Background: an optimization exercise with open tools, aiming at small area. Do not read the settings as production practice. Where RTL was checked, it was by simulation tests only, not by an equivalence proof against the original. Power figures rest on the tool's default switching activity, not on a simulated workload.

==> inputs of sierra <==
==> flow/design.v <==
`timescale 1ns / 1ps
module parking_meter(
    input add1,
    input add2,
    input add3,
    input add4,
    input rst1,
    input rst2,
    input clk,
    input rst,
    output [6:0] led_seg,
    output a0,
    output a1,
    output a2,
    output a3,
    output [3:0] val0,
    output [3:0] val1,
    output [3:0] val2,
    output [3:0] val3
    );
	reg [2:0] scan;
	reg [4:0] div;
	reg [1:0] mode;      
	reg [3:0] d0, d1, d2, d3;
	wire disp = ~scan[0];
	wire [1:0] digit = scan[2:1];
	wire [1:0] j = scan[1:0] - div[1:0] - 2'd1;
	wire one = j[0];
	wire half = j[1] ^ j[0];
	wire wrap = div[4] & div[3];
	wire tick = wrap & ~disp;
	always @(posedge clk) begin
		if (rst) begin
			scan <= 1;
			div <= 0;
		end else begin
			scan <= scan + 1;
			div <= wrap ? 5'd0 : div + 1;
		end
	end
	wire tz = (d0 == 0) && (d1 == 0) && (d2 == 0) && (d3 == 0);
	wire le180 = (d3 == 0) && ((d2 == 0) || ((d2 == 1) && ((d1 < 8) || ((d1 == 8) && (d0 == 0)))));
	wire add = add1 | add2 | add3 | add4;
	wire c0 = |d0;
	wire [3:0] k1a = add1 ? 4'd5 : add2 ? 4'd1 : add3 ? 4'd7 : 4'd9;
	wire [3:0] k2a = add1 ? 4'd0 : (add2 | add3) ? 4'd1 : add4 ? 4'd2 : 4'd9;
	wire [3:0] k3a = add ? 4'd0 : 4'd9;
	wire [4:0] s1 = d1 + k1a + c0;
	wire k1 = s1 >= 10;
	wire [3:0] r1 = k1 ? s1 - 10 : s1[3:0];
	wire [4:0] s2 = d2 + k2a + k1;
	wire k2 = s2 >= 10;
	wire [3:0] r2 = k2 ? s2 - 10 : s2[3:0];
	wire [4:0] s3 = d3 + k3a + k2;
	wire k3 = s3 >= 10;
	wire [3:0] r3 = k3 ? s3 - 10 : s3[3:0];
	wire [3:0] r0 = c0 ? d0 - 1 : 4'd9;
	wire sat = add & k3;
	wire stay0 = ~add & ~k3;
	always @(posedge clk) begin
		if (rst) begin
			mode <= 0;
			{d3, d2, d1, d0} <= 0;
		end else if (rst1)
			{d3, d2, d1, d0} <= 16'h0015;
		else if (rst2)
			{d3, d2, d1, d0} <= 16'h0149;
		else if (tick) begin
			mode <= tz ? 2'b00 : le180 ? 2'b01 : 2'b10;
			if (sat)
				{d3, d2, d1, d0} <= 16'h9999;
			else if (stay0)
				{d3, d2, d1, d0} <= 16'h0000;
			else
				{d3, d2, d1, d0} <= {r3, r2, r1, r0};
		end
	end
	wire on = mode[1] | (mode[0] ? half : one);
	reg [3:0] sel;
	always @(*) begin
		case (digit)
			2'd0: sel = d0;
			2'd1: sel = d1;
			2'd2: sel = d2;
			default: sel = d3;
		endcase
	end
	reg [6:0] seg;
	always @(*) begin
		case (sel)
			4'd1: seg = 7'b1001111;
			4'd2: seg = 7'b0010010;
			4'd3: seg = 7'b0000110;
			4'd4: seg = 7'b1001100;
			4'd5: seg = 7'b0100100;
			4'd6: seg = 7'b0100000;
			4'd7: seg = 7'b0001111;
			4'd8: seg = 7'b0000000;
			4'd9: seg = 7'b0000100;
			default: seg = 7'b0000001;
		endcase
	end
	assign led_seg = on ? seg : 7'b0;
	assign {a3, a2, a1, a0} = on ? (4'b0001 << digit) : 4'b0000;
	assign val0 = d0;
	assign val1 = d1;
	assign val2 = d2;
	assign val3 = d3;
endmodule
==> flow/run.sh <==
#!/bin/bash
# synth_recipe.tcl (not shown) runs the flow's synth.tcl, then flattens the netlist and writes it again
# the make line also repeats each setting of config.mk as NAME=value (left out here)
make -C /OpenROAD-flow-scripts/flow DESIGN_CONFIG=/design/flow/config.mk WORK_HOME=/design/flow/orfs CLKGATE_MAP_FILE= SYNTH_SCRIPT=/design/flow/synth_recipe.tcl finish
==> flow/config.mk <==
export PLATFORM = sky130hd
export DESIGN_NAME = parking_meter
export DESIGN_NICKNAME = parking_meter
export VERILOG_FILES = /design/flow/design.v
export SDC_FILE = /design/flow/constraint.sdc
export NUM_CORES = 4
export LEC_CHECK = 0
export CAP_MARGIN = 20
export CORE_MARGIN = 2
export CORE_UTILIZATION = 40
export SLEW_MARGIN = 20
==> flow/constraint.sdc <==
create_clock -name core_clock -period 18.0 [get_ports {clk}]
set_input_delay 3.6000 -clock core_clock [delete_from_list [all_inputs] [get_ports {clk}]]
set_output_delay 3.6000 -clock core_clock [all_outputs]
set_load 0.01 [all_outputs]
==> quartz: changes against sierra <==
==> flow/design.v, changed modules only <==
module parking_meter(
    input add1,
    input add2,
    input add3,
    input add4,
    input rst1,
    input rst2,
    input clk,
    input rst,
    output [6:0] led_seg,
    output a0,
    output a1,
    output a2,
    output a3,
    output [3:0] val0,
    output [3:0] val1,
    output [3:0] val2,
    output [3:0] val3
    );
	parameter ZERO = 2'b00;
	parameter LESSTHAN180 = 2'b01;
	parameter GREATERTHAN180 = 2'b10;
	reg [1:0] current_state;
	reg [1:0] next_state;
	reg OneHzClk;
	reg HalfHzClk;
	reg DisplayClk;
	reg [13:0] counter;
	reg [4:0] clkCounter;
	reg [1:0] digitCounter;
	wire OneHzTick = (clkCounter == 24) && (OneHzClk == 0);
	wire DisplayTick = (DisplayClk == 0);
	reg [3:0] valReg[0:3];
	assign val0 = valReg[0];
	assign val1 = valReg[1];
	assign val2 = valReg[2];
	assign val3 = valReg[3];
	reg [3:0] aReg;
	assign a0 = aReg[0];
	assign a1 = aReg[1];
	assign a2 = aReg[2];
	assign a3 = aReg[3];
	reg [6:0] sevenSeg;
	assign led_seg = sevenSeg;
	always@(posedge clk) begin
		if (rst) begin
			clkCounter <= 0;
			OneHzClk <= 0;
			HalfHzClk <= 0;
			DisplayClk <= 0;
		end
		else begin
			DisplayClk <= ~DisplayClk;
			if (clkCounter == 24) begin
				OneHzClk <= ~OneHzClk;
				clkCounter <= 0;
				if (OneHzClk == 0)
					HalfHzClk <= ~HalfHzClk;
			end
			else
				clkCounter <= clkCounter + 1;
		end
	end
	always @(*) begin
		if (counter == 0)
			next_state = ZERO;
		else if (counter <= 180)
			next_state = LESSTHAN180;
		else
			next_state = GREATERTHAN180;
	end
	function [13:0] min (input [13:0] a, input [13:0] b);
		begin
			if (a < b)
				min = a;
			else
				min = b;
		end
	endfunction
	always@(posedge clk) begin
		if (rst) begin
			current_state <= ZERO;
			counter <= 0;
		end 
		else if (rst1)
			counter <= 15;
		else if (rst2)
			counter <= 149;
		else if (OneHzTick) begin
			current_state <= next_state;
			if (add1) begin
				counter <= min(counter+59, 9999);
			end
			else if (add2) begin
				counter <= min(counter+119, 9999);
			end
			else if (add3) begin
				counter <= min(counter+179, 9999);
			end
			else if (add4) begin
				counter <= min(counter+299, 9999);
			end
			else if (counter != 0)
				counter <= counter - 1;
		end
	end
	function [6:0] numToSegment (input [3:0] a);
		begin
			 case(a)  
				 4'b0001: numToSegment = 7'b1001111;  
				 4'b0010: numToSegment = 7'b0010010;  
				 4'b0011: numToSegment = 7'b0000110;  
				 4'b0100: numToSegment = 7'b1001100;  
				 4'b0101: numToSegment = 7'b0100100;  
				 4'b0110: numToSegment = 7'b0100000;  
				 4'b0111: numToSegment = 7'b0001111;  
				 4'b1000: numToSegment = 7'b0000000;  
				 4'b1001: numToSegment = 7'b0000100;  
				 default: numToSegment = 7'b0000001;  
			endcase
		end
	endfunction
	function [3:0] stateToAVal(input [1:0] state);
		begin
			case (state)
				2'b00: stateToAVal = 4'b0001;
				2'b01: stateToAVal = 4'b0010;
				2'b10: stateToAVal = 4'b0100;
				2'b11: stateToAVal = 4'b1000;
				default: stateToAVal = 0;
			endcase
		end	
	endfunction
	always@(posedge clk) begin
		if (rst) begin
			digitCounter <= 0;
		end
		else if (DisplayTick) begin
			digitCounter <= digitCounter + 1;
		end
	end
	always @(*) begin 
		valReg[0] = (((counter % 1000) % 100) % 10);
		valReg[1] = ((counter % 1000) % 100) / 10;
		valReg[2] = (counter % 1000) / 100;
		valReg[3] = counter / 1000;
		case(current_state)
			ZERO : begin
				if (OneHzClk) begin
					aReg = stateToAVal(digitCounter);
					sevenSeg = numToSegment(valReg[digitCounter]);
				end else begin
					aReg = 4'b0000;
					sevenSeg = 0;
				end
			end
			LESSTHAN180 : begin
				if (HalfHzClk) begin
					aReg = stateToAVal(digitCounter);
					sevenSeg = numToSegment(valReg[digitCounter]);
				end else begin
					aReg = 0;
					sevenSeg = 0;
				end
			end
			default : begin
				aReg = stateToAVal(digitCounter);
				sevenSeg = numToSegment(valReg[digitCounter]);
			end
		endcase
	end
endmodule
==> notes <==
- Of quartz and sierra, quartz has the higher worst hold slack (gap 0.00065 ns).
- Between quartz and sierra, the lower register-to-register slack is in sierra (gap 1.9 ns).
- The combinational power of quartz is 2.7 times that of sierra.
- Of quartz and sierra, sierra has the higher core utilization (gap 6.0 points).
- Against sierra, the power of quartz is higher by about 70%.
- The first-iteration DRC count of quartz is 4.1 times that of sierra.
- Of quartz and sierra, sierra has the higher maximum frequency (gap 43%, measured against sierra).
The RTL of quartz was laid out without a check of its function.

-- port drivers added, routing unchanged --
The results above use ideal ports. As a check the final layouts listed here were re-extracted and re-timed, cells and wires unchanged. Step 1: set_driving_cell puts a clkbuf_16 on clk and a buf_2 on each other input, an assumption about the parent block. Step 2, shift: input delay + t, output delay - t, t = (earliest + latest rising clock arrival at the registers) / 2. This alone moves slack from input paths to output paths. a / b / c = ideal ports / drivers / drivers and shift; a / b = the first two.
run | shift t [ns] | setup slack, ns | latest minus earliest clock arrival (ns)
sierra | 0.288 | 8.565 / 8.568 / 8.280 | 0.007 / 0.007
quartz | 0.289 | 1.417 / 1.385 / 1.674 | 0.001 / 0.002
After both steps setup and hold are still met in every run listed. The setup slack of sierra, which loses most, moves by +0.003 ns with the drivers and by -0.285 ns with both steps.
